This design comes from an exercise in tuning for small area on the open sky130 flow, not from production work.
In this exercise RTL edits were held to simulation tests only and were not proved equivalent to the original.
Power is estimated from default activity; no workload was simulated.

==> flow/design.v (outline; a module is shown in full before it is edited, if it fits) <==
// module goStickMan: 923 lines
module goStickMan(clk, resetn, go, up, down, plot, x, y, colour, HEX2, HEX1, HEX0);
  // ...
==> flow/flow/run.sh <==
#!/bin/bash
# Own layout flow: the standard ORFS flow (standard.sh) with synthesis and buffering choices:
#  - flow/own.mk is added to the ORFS config: it keeps the half/full adder cells out
#    (DONT_USE_CELLS), so Yosys's adder extraction leaves that logic to ABC, and buffers the
#    ports with the smallest buffer cell;
#  - ABC maps with flow/abc_area.script (several choice-based area mapping rounds).
# Registers, floorplan, power grid, placement, CTS and routing are the standard flow's.
set -euo pipefail
here=$(pwd)
cat config.mk flow/own.mk > own_config.mk
sed "s#source \$::env(SCRIPTS_DIR)/synth.tcl#source $here/flow/own_synth.tcl#" synth_recipe.tcl > own_synth_top.tcl
sed -e "s#DESIGN_CONFIG=[^ ]*#DESIGN_CONFIG=$here/own_config.mk#" \
    -e "s#SYNTH_SCRIPT=[^ ]*#SYNTH_SCRIPT=$here/own_synth_top.tcl#" standard.sh > own_standard.sh
export OWN_ABC_SCRIPT=$here/flow/abc_area.script
bash own_standard.sh > flow_make.log 2>&1
==> flow/flow/abc_area.script <==
strash
&get -n
&fraig -x
&put
scorr
dc2
strash
&get -n
&deepsyn -T 900
&put
strash
&get -n
&dch -f
&nf -a
&put
strash
&get -n
&dch -f
&nf -a
&put
strash
&get -n
&dch -f
&nf -a
&put
strash
&get -n
&dch -f
&nf -a
&put
strash
&get -n
&dch -f
&nf -a
&put
strash
&get -n
&dch -f
&nf -a
&put
topo
stime -c
upsize -c
dnsize -c
==> flow/flow/own.mk <==
export DONT_USE_CELLS += sky130_fd_sc_hd__ha_1 sky130_fd_sc_hd__fa_1
export BUFFER_PORTS_ARGS = -buffer_cell sky130_fd_sc_hd__buf_1
==> flow/flow/own_synth.tcl <==
# ORFS's synth.tcl, read and run unchanged except that its ABC call uses $OWN_ABC_SCRIPT.
set own_f [open $::env(SCRIPTS_DIR)/synth.tcl]
set own_txt [read $own_f]
close $own_f
set own_old {log_cmd abc {*}$abc_args}
if { [string first $own_old $own_txt] < 0 } { error "own_synth.tcl: ABC call not found in synth.tcl" }
set own_txt [string map [list $own_old {log_cmd abc -script $::env(OWN_ABC_SCRIPT) {*}[lrange $abc_args 2 end]}] $own_txt]
eval $own_txt
==> flow/standard.sh <==
#!/bin/bash
# synth_recipe.tcl (not shown) runs the flow's synth.tcl, then flattens the netlist and writes it again
# the make line also repeats each setting of config.mk as NAME=value (left out here)
make -C /OpenROAD-flow-scripts/flow DESIGN_CONFIG=/design/flow/config.mk WORK_HOME=/design/flow/orfs CLKGATE_MAP_FILE= SYNTH_SCRIPT=/design/flow/synth_recipe.tcl "${@:-finish}"
==> flow/config.mk <==
export PLATFORM = sky130hd
export DESIGN_NAME = goStickMan
export DESIGN_NICKNAME = goStickMan
export VERILOG_FILES = /design/flow/design.v
export SDC_FILE = /design/flow/constraint.sdc
export NUM_CORES = 8
export LEC_CHECK = 0
export ABC_AREA = 1
export CAP_MARGIN = 20
export CORE_MARGIN = 2
export CORE_UTILIZATION = 30
export CTS_BUF_LIST = sky130_fd_sc_hd__clkbuf_8
export SLEW_MARGIN = 20
==> flow/constraint.sdc <==
create_clock -name core_clock -period 20.0 [get_ports {clk}]
set_input_delay 4.0000 -clock core_clock [delete_from_list [all_inputs] [get_ports {clk}]]
set_output_delay 4.0000 -clock core_clock [all_outputs]
set_load 0.01 [all_outputs]
==> summary.json, run 1 <==
{
  "run_status": {"value": "timing/DRC/antenna clean"},
  "post_synth.cell_area_avg": {"value": 6.53, "unit": "um2"},
  "global_routing_met3_resource_utilization": {"value": 0.0613},
  "setup_slack": {"value": 13.24, "unit": "ns"},
  "most_frequent_standard_cell_in_the_layout_excluding_fill_and_tap_cells": {"value": "sky130_fd_sc_hd__nor2_1"},
  "synth-edff-count": {"value": 2},
  "mostFrequentLayoutCells": {"value": "sky130_fd_sc_hd__nor2_1 (153), sky130_fd_sc_hd__nand2_1 (149), sky130_fd_sc_hd__o21ai_0 (96)"},
  "intPower": {"value": 543, "unit": "uW"},
  "largest_reg_flops": {"value": 12},
  "tritoncts.num_buffers": {"value": 5},
  "cpLargestDelayFamily": {"value": "simple AND/OR/NAND/NOR gates"},
  "synth_cell_types": {"value": 92},
  "hp-class": {"value": "reg -> reg"},
  "fin_hold_ws": {"value": 0.447, "unit": "ns"},
  "non_clock_inverter_count": {"value": 24},
  "num-clock-buffers": {"value": 5},
  "synthesis.area": {"value": 6890, "unit": "um2"},
  "initial_core_util": {"value": 0.305},
  "dpl.cell_count": {"value": 1374},
  "power_switching_share": {"value": 0.628},
  "layout.area.seq": {"value": 1060, "unit": "um2"},
  "final_util": {"value": 0.330},
  "clock_slew_seen_by_the_registers_of_the_worst_setup_and_hold_paths": {"value": 0.12, "unit": "ns"},
  "bufAreaShareNonClock": {"value": 0.0379},
  "route.met3.wl": {"value": 3.82, "unit": "mm"},
  "cts.repair_timing.setup_buffer_count": {"value": 0},
  "dieHeight": {"value": 156, "unit": "um"},
  "n_antenna_cell": {"value": 1},
  "yosys.area_share.adder": {"value": 0},
  "yosys-mux-area-fraction": {"value": 0.00363},
  "multiInputGateArea": {"value": 5550, "unit": "um2"},
  "synth_compound_area_frac": {"value": 0.369},
  "worst_setup_path_endpoint": {"value": "y[6]"},
  "remaining_drc_errors": {"value": 0}
}
==> inputs of run 2 (changes only) <==
--- a/flow/flow/run.sh
+++ b/flow/flow/run.sh
@@ -3,7 +3,8 @@
 #  - flow/own.mk is added to the ORFS config: it keeps the half/full adder cells out
 #    (DONT_USE_CELLS), so Yosys's adder extraction leaves that logic to ABC, and buffers the
 #    ports with the smallest buffer cell;
-#  - ABC maps with flow/abc_area.script (several choice-based area mapping rounds).
+#  - ABC maps with flow/abc_area.script from several seeds in parallel and the smallest
+#    result is kept (flow/own_synth.tcl).
 # Registers, floorplan, power grid, placement, CTS and routing are the standard flow's.
 set -euo pipefail
 here=$(pwd)
@@ -12,4 +13,6 @@
 sed -e "s#DESIGN_CONFIG=[^ ]*#DESIGN_CONFIG=$here/own_config.mk#" \
     -e "s#SYNTH_SCRIPT=[^ ]*#SYNTH_SCRIPT=$here/own_synth_top.tcl#" standard.sh > own_standard.sh
 export OWN_ABC_SCRIPT=$here/flow/abc_area.script
+export OWN_ABC_DIR=$here/abc_runs
+export OWN_ABC_SEEDS="1 2 3 4 5 6 7 8"
 bash own_standard.sh > flow_make.log 2>&1
--- a/flow/flow/abc_area.script
+++ b/flow/flow/abc_area.script
@@ -6,7 +6,7 @@
 dc2
 strash
 &get -n
-&deepsyn -T 900
+&deepsyn -T 300 -S @SEED@
 &put
 strash
 &get -n
@@ -40,5 +40,3 @@
 &put
 topo
 stime -c
-upsize -c
-dnsize -c
==> flow/flow/own_synth.tcl (replaced) <==
# ORFS's synth.tcl, read and run unchanged except its ABC call: own_abc runs ABC
# on the same input from several random seeds at once (flow/abc_area.script with
# @SEED@ replaced), and keeps the smallest mapped result.
proc own_abc {abc_args} {
  set dir $::env(OWN_ABC_DIR)
  file mkdir $dir
  set rest [lrange $abc_args 2 end]
  # ABC's read_lib / read_constr lines, as Yosys's abc pass writes them
  set readlib "read_lib"
  set lib ""
  set constr ""
  for {set i 0} {$i < [llength $rest]} {incr i} {
    set a [lindex $rest $i]
    if {$a eq "-dont_use"} { incr i; append readlib " -X \"[lindex $rest $i]\"" }
    if {$a eq "-liberty"} { incr i; set lib [lindex $rest $i] }
    if {$a eq "-constr"} { incr i; set constr [lindex $rest $i] }
  }
  append readlib " -w \"$lib\""
  # 1. write ABC's input network
  design -save own_pre
  set f [open $dir/capture.script w]
  puts $f "write_blif $dir/in.blif"
  puts $f "strash"
  puts $f "map"
  close $f
  abc -script $dir/capture.script {*}$rest
  design -load own_pre
  # 2. the seeds, in parallel
  set tf [open $::env(OWN_ABC_SCRIPT)]
  set template [read $tf]
  close $tf
  if {[info exists ::env(YOSYS_EXE)]} {
    set abcbin [file join [file dirname [file normalize $::env(YOSYS_EXE)]] yosys-abc]
  } else {
    set abcbin [auto_execok yosys-abc]
  }
  set sh [open $dir/run_all.sh w]
  foreach s $::env(OWN_ABC_SEEDS) {
    set f [open $dir/seed_$s.script w]
    puts $f [string map [list @SEED@ $s] $template]
    close $f
    set f [open $dir/run_$s.abc w]
    puts $f "read_blif $dir/in.blif"
    puts $f $readlib
    if {$constr ne ""} { puts $f "read_constr -v \"$constr\"" }
    puts $f "source $dir/seed_$s.script"
    puts $f "write_blif $dir/out_$s.blif"
    puts $f "print_stats"
    close $f
    puts $sh "$abcbin -f $dir/run_$s.abc > $dir/log_$s.txt 2>&1 &"
  }
  puts $sh "wait"
  close $sh
  exec bash $dir/run_all.sh
  # 3. the smallest
  set best ""
  set best_area 1e30
  foreach s $::env(OWN_ABC_SEEDS) {
    if {![file exists $dir/out_$s.blif]} continue
    set f [open $dir/log_$s.txt]
    set txt [read $f]
    close $f
    if {[regexp {area =\s*([0-9.]+)} [lindex [regexp -all -inline {area =\s*[0-9.]+} $txt] end] -> area]} {
      puts "own_abc: seed $s area $area"
      if {$area < $best_area} { set best_area $area; set best $s }
    }
  }
  if {$best eq ""} { error "own_abc: no ABC run finished" }
  puts "own_abc: keeping seed $best (area $best_area)"
  # 4. take it in through Yosys's abc pass
  set f [open $dir/take.script w]
  puts $f "read_blif $dir/out_$best.blif"
  close $f
  abc -script $dir/take.script {*}$rest
}
set own_f [open $::env(SCRIPTS_DIR)/synth.tcl]
set own_txt [read $own_f]
close $own_f
set own_old {log_cmd abc {*}$abc_args}
if { [string first $own_old $own_txt] < 0 } { error "own_synth.tcl: ABC call not found in synth.tcl" }
set own_txt [string map [list $own_old {own_abc $abc_args}] $own_txt]
eval $own_txt
==> summary.json, run 2 <==
{
  "detail_route.wirelength": {"value": 32.8, "unit": "mm", "change": "was 31.8 mm"},
  "synthesis.area": {"value": 6680, "unit": "um2", "change": "was 6890 um2"},
  "number_of_antenna_violations_at_the_first_check_in_global_routing": {"value": 0, "change": "was 1"},
  "dp_slack": {"value": 13.77, "unit": "ns", "change": "was 13.75 ns"},
  "timing_hold_violations_final": {"value": 0, "change": "unchanged"},
  "top_layer": {"value": "met4", "change": "unchanged"},
  "cpLargestDelayFamily": {"value": "simple AND/OR/NAND/NOR gates", "change": "unchanged"},
  "timing.max_cap.violations": {"value": 0, "change": "unchanged"},
  "initial_core_util": {"value": 0.306, "change": "was 0.305"},
  "clock_tree.htree_level_count": {"value": 2, "change": "unchanged"},
  "timing.critical_path.slowest_cell_delay": {"value": 0.74, "unit": "ns", "change": "was 0.75 ns"},
  "total_via_count_after_detailed_routing": {"value": 9129, "change": "was 9075"},
  "r2r_start": {"value": "seg[0]", "change": "was xr[4]"},
  "clkSinkCount": {"value": 52, "change": "unchanged"},
  "globalRoute.totalOverflow": {"value": 0, "change": "unchanged"},
  "maximum_number_of_pins_on_one_net_before_global_route_repair": {"value": 42, "change": "was 62"},
  "worstSetupStartpointType": {"value": "register", "change": "unchanged"},
  "total_global_route_track_usage": {"value": 0.270, "change": "was 0.255"},
  "grt_setup_unrepaired": {"value": "no", "change": "unchanged"},
  "critical_path_at": {"value": 2.66, "unit": "ns", "change": "was 2.76 ns"},
  "insertion_delay": {"value": 0.33, "unit": "ns", "change": "was 0.34 ns"},
  "cts.repair_timing.setup_buffer_count": {"value": 0, "change": "unchanged"},
  "final_util": {"value": 0.333, "change": "was 0.330"},
  "setup_viol_count_final": {"value": 0, "change": "unchanged"},
  "total_chip_power": {"value": 1250, "unit": "uW", "change": "was 1460 uW"},
  "area_contributors_post_synth": {"value": "sky130_fd_sc_hd__dfxtp_1 (15%), sky130_fd_sc_hd__a21oi_1 (8.7%), sky130_fd_sc_hd__nand2_1 (8.4%)", "change": "was sky130_fd_sc_hd__dfxtp_1 (15%), sky130_fd_sc_hd__nor2_1 (8.3%), sky130_fd_sc_hd__nand2_1 (8.1%)"},
  "ios": {"value": 45, "change": "unchanged"},
  "first_global_vias": {"value": 8319, "change": "was 8196"},
  "place.port_buffers": {"value": 44, "change": "unchanged"},
  "tritoncts.num_buffers": {"value": 5, "change": "unchanged"},
  "ctsResizeCount": {"value": 0, "change": "unchanged"},
  "regMostFlops": {"value": "score", "change": "unchanged"},
  "mostFrequentLayoutCells": {"value": "sky130_fd_sc_hd__nand2_1 (149), sky130_fd_sc_hd__nor2_1 (146), sky130_fd_sc_hd__a21oi_1 (116)", "change": "was sky130_fd_sc_hd__nor2_1 (153), sky130_fd_sc_hd__nand2_1 (149), sky130_fd_sc_hd__o21ai_0 (96)"},
  "yosys_warnings": {"value": 1, "change": "unchanged"},
  "report.final.slew_viol_count": {"value": 0, "change": "unchanged"},
  "worstHoldStart": {"value": "lfsr[1]", "change": "unchanged"},
  "intPower": {"value": 456, "unit": "uW", "change": "was 543 uW"},
  "seq_power_share": {"value": 0.154, "change": "was 0.127"},
  "route.met3.wl": {"value": 3.54, "unit": "mm", "change": "was 3.82 mm"},
  "seq_total_area_yosys": {"value": 0.159, "change": "was 0.154"},
  "dieHeight": {"value": 153, "unit": "um", "change": "was 156 um"},
  "comb_power_share": {"value": 0.795, "change": "was 0.824"},
  "n_antenna_cell": {"value": 0, "change": "was 1"},
  "cp-end-kind": {"value": "primary output", "change": "unchanged"},
  "critical-path-slowest-cell": {"value": "sky130_fd_sc_hd__dfxtp_1", "change": "unchanged"},
  "post-dp-hpwl": {"value": 25.0, "unit": "mm", "change": "was 24.4 mm"},
  "worst-endpoint-required": {"value": 16.00, "unit": "ns", "change": "about the same"},
  "route.met2.wl": {"value": 14.2, "unit": "mm", "change": "was 13.4 mm"},
  "async_flop_share": {"value": 0, "change": "unchanged"},
  "cp_cell_sequence": {"value": "or2_0 > buf_4 > nand2_1 > nand2_1 > and3_1 > a21oi_1 > o21ai_0 > nand2_1 > nor2_1 > buf_1", "change": "was or3_1 > nand2_1 > o21ai_0 > nand2_1 > nor3_1 > a21oi_1 > o21ai_0 > a21oi_1 > buf_1"},
  "vdd.ir_drop.worst": {"value": 0.0556, "unit": "mV", "change": "was 0.0669 mV"},
  "cellLeakagePower": {"value": 0.00251, "unit": "uW", "change": "was 0.00261 uW"},
  "largest_reg_flops": {"value": 12, "change": "unchanged"},
  "hp-class": {"value": "reg -> reg", "change": "unchanged"},
  "flow.area_growth_from_synthesis": {"value": 8.71, "unit": "%", "change": "was 8.21%"},
  "postCtsHoldBufs": {"value": 0, "change": "unchanged"},
  "dieArea": {"value": 23500, "unit": "um2", "change": "was 24200 um2"},
  "clock_tree.buffer_depth": {"value": 2, "change": "unchanged"},
  "remaining_drc_errors": {"value": 0, "change": "unchanged"},
  "timing.clock.skew": {"value": 0.0221, "unit": "ns", "change": "was 0.0164 ns"},
  "gate_count_post_synth": {"value": 1072, "change": "was 1054"},
  "route.detailed.vias_per_inst": {"value": 6.52, "change": "was 6.56"},
  "timing.final.crit_share": {"value": 0.333, "change": "was 0.338"},
  "total_switching_power": {"value": 793, "unit": "uW", "change": "was 918 uW"},
  "timing.critical_path.from": {"value": "seg[3]", "change": "was yr[2]"},
  "fin_hold_ws": {"value": 0.439, "unit": "ns", "change": "was 0.447 ns"},
  "setup_tns": {"value": 0, "unit": "ns", "change": "unchanged"},
  "timing.critical_path.buf_inv": {"value": 2, "change": "was 1"},
  "num_rows": {"value": 54, "change": "was 55"},
  "critPathKind": {"value": "reg -> out", "change": "unchanged"},
  "cts_tree": {"value": "done", "change": "unchanged"},
  "detail_route.first_pass.iterations": {"value": 7, "change": "was 8"},
  "yosys.area.top_type_share": {"value": 0.150, "change": "was 0.145"},
  "routed_wire_length_per_instance": {"value": 23.4, "unit": "um", "change": "was 23.0 um"},
  "most_frequent_standard_cell_in_the_layout_excluding_fill_and_tap_cells": {"value": "sky130_fd_sc_hd__nand2_1", "change": "was sky130_fd_sc_hd__nor2_1"},
  "setup_slack": {"value": 13.34, "unit": "ns", "change": "was 13.24 ns"},
  "max_freq": {"value": 150, "unit": "MHz", "change": "was 148 MHz"},
  "largestRegisters": {"value": "score: 12 flops, xr: 8 flops, yr: 7 flops", "change": "unchanged"},
  "clock_slew_seen_by_the_registers_of_the_worst_setup_and_hold_paths": {"value": 0.12, "unit": "ns", "change": "about the same"},
  "route.antenna.remaining_nets": {"value": 0, "change": "unchanged"},
  "power_switching_share": {"value": 0.635, "change": "was 0.628"},
  "time_the_final_worst_path_needs_with_i_o_delays_and_setup": {"value": 6.66, "unit": "ns", "change": "was 6.76 ns"},
  "core_area": {"value": 21800, "unit": "um2", "change": "was 22600 um2"},
  "power_per_cell_area": {"value": 172, "unit": "nW/um2", "change": "was 196 nW/um2"},
  "mappedNetlistNets": {"value": 1077, "change": "was 1059"},
  "synth-edff-count": {"value": 2, "change": "unchanged"},
  "synth.cells.most_frequent": {"value": "sky130_fd_sc_hd__nand2_1 (149), sky130_fd_sc_hd__nor2_1 (146), sky130_fd_sc_hd__a21oi_1 (116), sky130_fd_sc_hd__o21ai_0 (90), sky130_fd_sc_hd__nor3_1 (57)", "change": "was sky130_fd_sc_hd__nor2_1 (153), sky130_fd_sc_hd__nand2_1 (149), sky130_fd_sc_hd__o21ai_0 (96), sky130_fd_sc_hd__a21oi_1 (87), sky130_fd_sc_hd__dfxtp_1 (50)"},
  "synth_most_common_cell": {"value": "sky130_fd_sc_hd__nand2_1", "change": "was sky130_fd_sc_hd__nor2_1"},
  "gp_congestion": {"value": 1.04, "change": "was 1.10"},
  "clock-root-buffer": {"value": "sky130_fd_sc_hd__clkbuf_8", "change": "unchanged"},
  "drt_first_iter_violations": {"value": 1377, "change": "was 1556"},
  "post_synth.cell_area_avg": {"value": 6.23, "unit": "um2", "change": "was 6.53 um2"},
  "chipWidth": {"value": 153, "unit": "um", "change": "was 156 um"},
  "grt_first_pass_wirelength": {"value": 50.2, "unit": "mm", "change": "was 48.3 mm"},
  "clock_power_share": {"value": 0.052, "change": "was 0.049"},
  "yosysTopAreaCell": {"value": "sky130_fd_sc_hd__dfxtp_1", "change": "unchanged"},
  "ys_seq_elements": {"value": 52, "change": "unchanged"},
  "timing.slew.headroom": {"value": 0.309, "change": "was 0.382"},
  "m1WireLength": {"value": 13.1, "unit": "mm", "change": "was 12.9 mm"},
  "synth_cell_types": {"value": 59, "change": "was 92"},
  "ys.flop_type": {"value": "sky130_fd_sc_hd__dfxtp_1", "change": "unchanged"},
  "post_route_cells_drive_above_1_share": {"value": 0.0250, "change": "was 0.0583"},
  "run_status": {"value": "timing/DRC/antenna clean", "change": "unchanged"},
  "max_slew.worst_pin.slew": {"value": 1.03, "unit": "ns", "change": "was 0.925 ns"},
  "worstPathMaxFanout": {"value": 24, "change": "was 17"},
  "cp_common_cell": {"value": "sky130_fd_sc_hd__nand2_1"},
  "finalNetCount": {"value": 1125, "change": "was 1102"}
}
[run 2: cell types whose count changed in the layout (fill, tap and decap cells not counted), moves of 7 or more]
cell | previous run | this run
sky130_fd_sc_hd__o211ai_1 | 17 | 5
sky130_fd_sc_hd__a21oi_1 | 87 | 116
sky130_fd_sc_hd__nor2_1 | 153 | 146
sky130_fd_sc_hd__nand3_1 | 32 | 52
sky130_fd_sc_hd__nor2b_1 | 13 | 30
sky130_fd_sc_hd__a211oi_1 | 23 | 11
sky130_fd_sc_hd__nor3_1 | 37 | 57
[run 2: worst paths after layout]
kind / to / slack, ns / cells after the start
min: lfsr[2] / 0.44 / 1
max: y[6] / 13.34 / 10
min reg2reg: lfsr[2] / 0.44 / 1
max reg2reg: xr[0] / 13.60 / 20
[run 2: power groups by stage]
stage | clock (uW) | combinational [uW] | sequential (uW)
global route | 70.3 | 1050 | 196
finish | 64.4 | 993 | 192
CTS | 65.8 | 942 | 189
global placement | 0 | 959 | 191
detailed placement | 0 | 935 | 192
floorplan | 0 | 597 | 205
[run 2: area by class of cell]
cell class | count | area (um2)
Fill cell | 2449 | 14600
Multi-Input combinational cell | 972 | 5350
Sequential cell | 52 | 1060
Tap cell | 280 | 350
Timing Repair Buffer | 65 | 323
Inverter | 24 | 90.1
Clock buffer | 5 | 68.8
Clock inverter | 3 | 20.0
[run 2: routing by layer]
layer / GRT usage / up-vias
li1: - / 4092
met1: 0.361 / 4186
met2: 0.417 / 691
met3: 0.0437 / 160
met4: 0.142 / 0
met5: 0 / -
[run 2: cells by family (layout without fill, tap and decap cells)]
group	after synthesis	after routing	share of synthesized area
AND/OR/NAND/NOR	565	565	0.404
XOR/XNOR	37	37	0.0485
multiplexers	1	1	0.00150
AO/OA/AOI/OAI	369	369	0.346
flip-flops	52	52	0.159
buffers and inverters	48	97	0.0405
[run 2: stage by stage]
| stage | area (um2) | std cells |
|---|---|---|
| 3_3_place_gp | 7170 | 1393 |
| 2_1_floorplan | 6680 | 1072 |
| 3_5_place_dp | 7170 | 1393 |
| 4_1_cts | 7260 | 1401 |
| 5_1_grt | 7260 | 1401 |
| 6_report | 7260 | 1401 |
==> inputs of run 3 (changes only) <==
--- a/flow/flow/run.sh
+++ b/flow/flow/run.sh
@@ -3,8 +3,8 @@
 #  - flow/own.mk is added to the ORFS config: it keeps the half/full adder cells out
 #    (DONT_USE_CELLS), so Yosys's adder extraction leaves that logic to ABC, and buffers the
 #    ports with the smallest buffer cell;
-#  - ABC maps with flow/abc_area.script from several seeds in parallel and the smallest
-#    result is kept (flow/own_synth.tcl).
+#  - ABC maps with flow/abc_area.script from several random seeds, run in parallel, and the
+#    smallest result is kept (flow/own_synth.tcl).
 # Registers, floorplan, power grid, placement, CTS and routing are the standard flow's.
 set -euo pipefail
 here=$(pwd)
@@ -14,5 +14,5 @@
     -e "s#SYNTH_SCRIPT=[^ ]*#SYNTH_SCRIPT=$here/own_synth_top.tcl#" standard.sh > own_standard.sh
 export OWN_ABC_SCRIPT=$here/flow/abc_area.script
 export OWN_ABC_DIR=$here/abc_runs
-export OWN_ABC_SEEDS="1 2 3 4 5 6 7 8"
+export OWN_ABC_SEEDS="1 2 3 4 5 6 7 8 9 10 11 12 13 14 15 16"
 bash own_standard.sh > flow_make.log 2>&1
==> flow/flow/abc_area.script (replaced) <==
strash
&get -n
&fraig -x
&put
scorr
dc2
strash
&get -n
&deepsyn -T 60 -S @SEED@
&put
strash
&get -n
&dch -f
&nf -a -R 1000 -C 32 -F 8 -A 8 -p
&put
strash
&get -n
&dch -f
&nf -a -R 1000 -C 32 -F 8 -A 8 -p
&put
topo
stime -c
--- a/flow/flow/own_synth.tcl
+++ b/flow/flow/own_synth.tcl
@@ -47,11 +47,15 @@
     puts $f "write_blif $dir/out_$s.blif"
     puts $f "print_stats"
     close $f
-    puts $sh "$abcbin -f $dir/run_$s.abc > $dir/log_$s.txt 2>&1 &"
+    puts $sh "$abcbin -f $dir/run_$s.abc > $dir/log_$s.txt 2>&1"
   }
-  puts $sh "wait"
   close $sh
-  exec bash $dir/run_all.sh
+  set jobs 8
+  if {[info exists ::env(NUM_CORES)]} { set jobs $::env(NUM_CORES) }
+  set sh [open $dir/run_par.sh w]
+  puts $sh "xargs -P $jobs -I CMD bash -c CMD < $dir/run_all.sh"
+  close $sh
+  exec bash $dir/run_par.sh
   # 3. the smallest
   set best ""
   set best_area 1e30
==> summary.json, run 3 <==
{
  "timing.max_cap.violations": {"value": 0, "change": "unchanged"},
  "timing_hold_violations_final": {"value": 0, "change": "unchanged"},
  "dieHeight": {"value": 152, "unit": "um", "change": "was 153 um"},
  "ios": {"value": 45, "change": "unchanged"},
  "num_rows": {"value": 54, "change": "unchanged"},
  "worst-endpoint-required": {"value": 20.24, "unit": "ns", "change": "was 16.00 ns"},
  "cts_tree": {"value": "done", "change": "unchanged"},
  "total_global_route_track_usage": {"value": 0.255, "change": "was 0.270"},
  "synthesis.area": {"value": 6540, "unit": "um2", "change": "was 6680 um2"},
  "cellLeakagePower": {"value": 0.00239, "unit": "uW", "change": "was 0.00251 uW"},
  "chipWidth": {"value": 152, "unit": "um", "change": "was 153 um"},
  "total_switching_power": {"value": 916, "unit": "uW", "change": "was 793 uW"},
  "maximum_number_of_pins_on_one_net_before_global_route_repair": {"value": 50, "change": "was 42"},
  "remaining_drc_errors": {"value": 0, "change": "unchanged"},
  "place.port_buffers": {"value": 44, "change": "unchanged"},
  "post_route_cells_drive_above_1_share": {"value": 0.0292, "change": "was 0.0250"},
  "largestRegisters": {"value": "score: 12 flops, xr: 8 flops, yr: 7 flops", "change": "unchanged"},
  "comb_power_share": {"value": 0.826, "change": "was 0.795"},
  "clock_tree.buffer_depth": {"value": 2, "change": "unchanged"},
  "cp-end-kind": {"value": "register", "change": "was primary output"},
  "drt_first_iter_violations": {"value": 1672, "change": "was 1377"},
  "clkSinkCount": {"value": 52, "change": "unchanged"},
  "timing.slew.headroom": {"value": 0.260, "change": "was 0.309"},
  "seq_total_area_yosys": {"value": 0.162, "change": "was 0.159"},
  "clock_slew_seen_by_the_registers_of_the_worst_setup_and_hold_paths": {"value": 0.11, "unit": "ns", "change": "was 0.12 ns"},
  "power_per_cell_area": {"value": 205, "unit": "nW/um2", "change": "was 172 nW/um2"},
  "clock-root-buffer": {"value": "sky130_fd_sc_hd__clkbuf_8", "change": "unchanged"},
  "gate_count_post_synth": {"value": 1046, "change": "was 1072"},
  "initial_core_util": {"value": 0.302, "change": "was 0.306"},
  "clock_power_share": {"value": 0.046, "change": "was 0.052"},
  "most_frequent_standard_cell_in_the_layout_excluding_fill_and_tap_cells": {"value": "sky130_fd_sc_hd__nor2_1", "change": "was sky130_fd_sc_hd__nand2_1"},
  "layout.cells.non_filler": {"value": 1376, "change": "was 1401"},
  "worstPathMaxFanout": {"value": 18, "change": "was 24"},
  "insertion_delay": {"value": 0.32, "unit": "ns", "change": "was 0.33 ns"},
  "globalRoute.totalOverflow": {"value": 0, "change": "unchanged"},
  "seq_power_share": {"value": 0.127, "change": "was 0.154"},
  "cts.repair_timing.setup_buffer_count": {"value": 0, "change": "unchanged"},
  "grt_first_pass_wirelength": {"value": 45.2, "unit": "mm", "change": "was 50.2 mm"},
  "time_the_final_worst_path_needs_with_i_o_delays_and_setup": {"value": 7.92, "unit": "ns", "change": "was 6.66 ns"},
  "area_contributors_post_synth": {"value": "sky130_fd_sc_hd__dfxtp_1 (15%), sky130_fd_sc_hd__nor2_1 (8.3%), sky130_fd_sc_hd__nand2_1 (8.0%)", "change": "was sky130_fd_sc_hd__dfxtp_1 (15%), sky130_fd_sc_hd__a21oi_1 (8.7%), sky130_fd_sc_hd__nand2_1 (8.4%)"},
  "critical_path_at": {"value": 8.17, "unit": "ns", "change": "was 2.66 ns"},
  "largest_reg_flops": {"value": 12, "change": "unchanged"},
  "setup_tns": {"value": 0, "unit": "ns", "change": "unchanged"},
  "yosysTopAreaCell": {"value": "sky130_fd_sc_hd__dfxtp_1", "change": "unchanged"},
  "number_of_antenna_violations_at_the_first_check_in_global_routing": {"value": 1, "change": "was 0"},
  "worstSetupStartpointType": {"value": "register", "change": "unchanged"},
  "critPathKind": {"value": "reg -> reg", "change": "was reg -> out"},
  "synth.cells.most_frequent": {"value": "sky130_fd_sc_hd__nor2_1 (145), sky130_fd_sc_hd__nand2_1 (140), sky130_fd_sc_hd__a21oi_1 (103), sky130_fd_sc_hd__o21ai_0 (103)", "change": "was sky130_fd_sc_hd__nand2_1 (149), sky130_fd_sc_hd__nor2_1 (146), sky130_fd_sc_hd__a21oi_1 (116), sky130_fd_sc_hd__o21ai_0 (90), sky130_fd_sc_hd__nor3_1 (57)"},
  "vdd.ir_drop.worst": {"value": 0.0771, "unit": "mV", "change": "was 0.0556 mV"},
  "postCtsHoldBufs": {"value": 0, "change": "unchanged"},
  "flow.area_growth_from_synthesis": {"value": 9.24, "unit": "%", "change": "was 8.71%"},
  "mappedNetlistNets": {"value": 1051, "change": "was 1077"},
  "mostFrequentLayoutCells": {"value": "sky130_fd_sc_hd__nor2_1 (145), sky130_fd_sc_hd__nand2_1 (140), sky130_fd_sc_hd__a21oi_1 (103), sky130_fd_sc_hd__o21ai_0 (103)", "change": "was sky130_fd_sc_hd__nand2_1 (149), sky130_fd_sc_hd__nor2_1 (146), sky130_fd_sc_hd__a21oi_1 (116)"},
  "ctsResizeCount": {"value": 0, "change": "unchanged"},
  "finalNetCount": {"value": 1100, "change": "was 1125"},
  "setup_viol_count_final": {"value": 0, "change": "unchanged"},
  "ys.flop_type": {"value": "sky130_fd_sc_hd__dfxtp_1", "change": "unchanged"},
  "tritoncts.num_buffers": {"value": 5, "change": "unchanged"},
  "fillers": {"value": 2410, "change": "was 2449"},
  "power_switching_share": {"value": 0.626, "change": "was 0.635"},
  "post-dp-hpwl": {"value": 22.4, "unit": "mm", "change": "was 25.0 mm"},
  "intPower": {"value": 547, "unit": "uW", "change": "was 456 uW"},
  "yosys_warnings": {"value": 1, "change": "unchanged"},
  "routed_wire_length_per_instance": {"value": 21.9, "unit": "um", "change": "was 23.4 um"},
  "run_status": {"value": "timing/DRC/antenna clean", "change": "unchanged"},
  "detail_route.first_pass.iterations": {"value": 7, "change": "unchanged"},
  "route.detailed.vias_per_inst": {"value": 6.45, "change": "was 6.52"},
  "report.final.slew_viol_count": {"value": 0, "change": "unchanged"},
  "async_flop_share": {"value": 0, "change": "unchanged"},
  "regMostFlops": {"value": "score", "change": "unchanged"},
  "total_via_count_after_detailed_routing": {"value": 8872, "change": "was 9129"},
  "dpl.cell_count": {"value": 1368, "change": "was 1393"},
  "timing.clock.skew": {"value": 0.00999, "unit": "ns", "change": "was 0.0221 ns"},
  "synth-edff-count": {"value": 2, "change": "unchanged"},
  "multiInputGateArea": {"value": 5220, "unit": "um2", "change": "was 5350 um2"},
  "max_slew.worst_pin.slew": {"value": 1.10, "unit": "ns", "change": "was 1.03 ns"},
  "detail_route.wirelength": {"value": 30.1, "unit": "mm", "change": "was 32.8 mm"},
  "grt_setup_unrepaired": {"value": "no", "change": "unchanged"},
  "max_freq": {"value": 126, "unit": "MHz", "change": "was 150 MHz"},
  "ys_seq_elements": {"value": 52, "change": "unchanged"},
  "route.antenna.remaining_nets": {"value": 0, "change": "unchanged"},
  "core_area": {"value": 21600, "unit": "um2", "change": "was 21800 um2"},
  "n_antenna_cell": {"value": 0, "change": "unchanged"},
  "dieArea": {"value": 23000, "unit": "um2", "change": "was 23500 um2"},
  "first_global_vias": {"value": 7818, "change": "was 8319"},
  "hp-class": {"value": "reg -> reg", "change": "unchanged"},
  "clock_tree.htree_level_count": {"value": 2, "change": "unchanged"},
  "layout.area.seq": {"value": 1060, "unit": "um2", "change": "unchanged"},
  "synth_cell_types": {"value": 57, "change": "was 59"},
  "post_synth.cell_area_avg": {"value": 6.25, "unit": "um2", "change": "was 6.23 um2"},
  "yosys.area.top_type_share": {"value": 0.153, "change": "was 0.150"},
  "timing.final.crit_share": {"value": 0.396, "change": "was 0.333"},
  "gp_congestion": {"value": 1.04, "change": "unchanged"},
  "synth_most_common_cell": {"value": "sky130_fd_sc_hd__nor2_1", "change": "was sky130_fd_sc_hd__nand2_1"}
}
==> run 3: cell types whose count changed in the layout (fill, tap and decap cells not counted), sizes merged, moves of 5 or more <==
| cell | delta |
|---|---|
| a21oi | -13 |
| a311oi | +5 |
| a31oi | +14 |
| and2 | -8 |
| and3b | -5 |
| nand2 | -9 |
| nand2b | +10 |
| nor2b | -6 |
| nor3 | -6 |
| o211ai | +6 |
| o21ai | +13 |
| o221ai | +5 |
| o22a | +7 |
| or2 | -6 |
==> run 3: cell families (layout without fill, tap and decap cells) <==
group	count (synthesis)	count (layout)	share of synthesized area
xor+xnor	35	35	0.0469
simple gates	522	522	0.374
compound gates	387	387	0.370
buf+inv	47	97	0.0408
flops	52	52	0.162
mux	3	3	0.00651
==> run 3: through the flow <==
step           hold slack [ns]  total power (uW)  utilization  area (um2)  worst slack, ns
6_report                 0.447              1460        0.330        7140            12.08
2_1_floorplan            0.414               972            -        6540            13.82
4_1_cts                  0.450              1410        0.330        7140            12.35
3_5_place_dp             0.426              1340        0.326        7040            12.37
5_1_grt                  0.472              1560        0.330        7140            11.39
3_3_place_gp             0.420              1360        0.326        7040            12.78
==> run 3: per-layer routing <==
| layer | vias to the layer above | share of wire | GRT usage |
|---|---|---|---|
| li1 | 4048 | - | - |
| met1 | 4048 | 0.41 | 0.347 |
| met5 | - | 0.00043 | 0 |
| met4 | 2 | 0.042 | 0.0931 |
| met3 | 109 | 0.12 | 0.0506 |
| met2 | 665 | 0.43 | 0.398 |
==> run 3: path summary, 6_finish.rpt <==
check,startpoint,end,slack [ns],cells after the start
setup reg to reg,seg[0],xr[0],12.08,25
hold / removal,lfsr[1],lfsr[2],0.45,1
setup / recovery,seg[0],xr[0],12.08,25
hold reg to reg,lfsr[1],lfsr[2],0.45,1
==> run 3: power groups by stage <==
stage	sequential (uW)	clock (uW)	combinational [uW]
finish	187	67.9	1210
global route	188	74.4	1300
CTS	183	68.4	1160
detailed placement	186	0	1150
global placement	186	0	1180
floorplan	212	0	760
==> run 3: area by class of cell <==
| type | count | share of cell area |
|---|---|---|
| multi-input cells | 947 | 0.730 |
| flip-flops and latches | 52 | 0.149 |
| well taps | 280 | 0.0491 |
| repair buffers | 66 | 0.0463 |
| inverters | 23 | 0.0121 |
| clock buffers | 6 | 0.0116 |
| clock inverters | 2 | 0.00210 |
==> run 3: critical path: stages, from the launching register on <==
cell and delay [ns]:
sky130_fd_sc_hd__dfxtp_1 0.53, sky130_fd_sc_hd__or2_0 0.47, sky130_fd_sc_hd__and2_0 0.39, sky130_fd_sc_hd__o21ai_0 0.83, sky130_fd_sc_hd__and2_0 0.30, sky130_fd_sc_hd__or3_1 0.17, sky130_fd_sc_hd__or2_0 0.27, sky130_fd_sc_hd__nand2_1 0.18
sky130_fd_sc_hd__o21ai_0 0.44, sky130_fd_sc_hd__nor2_1 0.13, sky130_fd_sc_hd__a31oi_1 0.17, sky130_fd_sc_hd__a21oi_1 0.07, sky130_fd_sc_hd__nor2b_1 0.23, sky130_fd_sc_hd__nand3_1 0.13, sky130_fd_sc_hd__nor4b_1 0.41, sky130_fd_sc_hd__nor2b_1 0.23
sky130_fd_sc_hd__nor2b_1 0.68, sky130_fd_sc_hd__a221oi_1 0.15, sky130_fd_sc_hd__a21oi_1 0.24, sky130_fd_sc_hd__and2_0 0.78, sky130_fd_sc_hd__nand2_1 0.28, sky130_fd_sc_hd__clkinv_1 0.16, sky130_fd_sc_hd__nand2_1 0.10, sky130_fd_sc_hd__o32ai_1 0.31
sky130_fd_sc_hd__a21oi_1 0.08, sky130_fd_sc_hd__o22ai_1 0.13

re-timing with driven ports:
Ports are ideal in the flow. The routed layouts listed here were re-timed in OpenROAD. Step 1 assumes that a clkbuf_16 drives the clock port and a buf_2 every other input. Step 2 also shifts input and output timing later by t, the mid clock arrival at the registers, as if the neighbouring blocks saw the same clock. a / b / c = ideal ports / drivers / drivers and shift; a / b = the first two.
| run | shift t [ns] | slack for setup (ns) | clock arrival spread, ns | pins driven straight from the clock port |
|---|---|---|---|---|
| run 1 | 0.365 | 13.236 / 13.200 / 13.565 | 0.016 / 0.016 | 1 |
| run 2 | 0.353 | 13.340 / 13.311 / 13.596 | 0.022 / 0.022 | 1 |
| run 3 | 0.352 | 12.076 / 12.076 / 12.076 | 0.010 / 0.010 | 1 |
After both steps setup and hold are still met in every run listed.
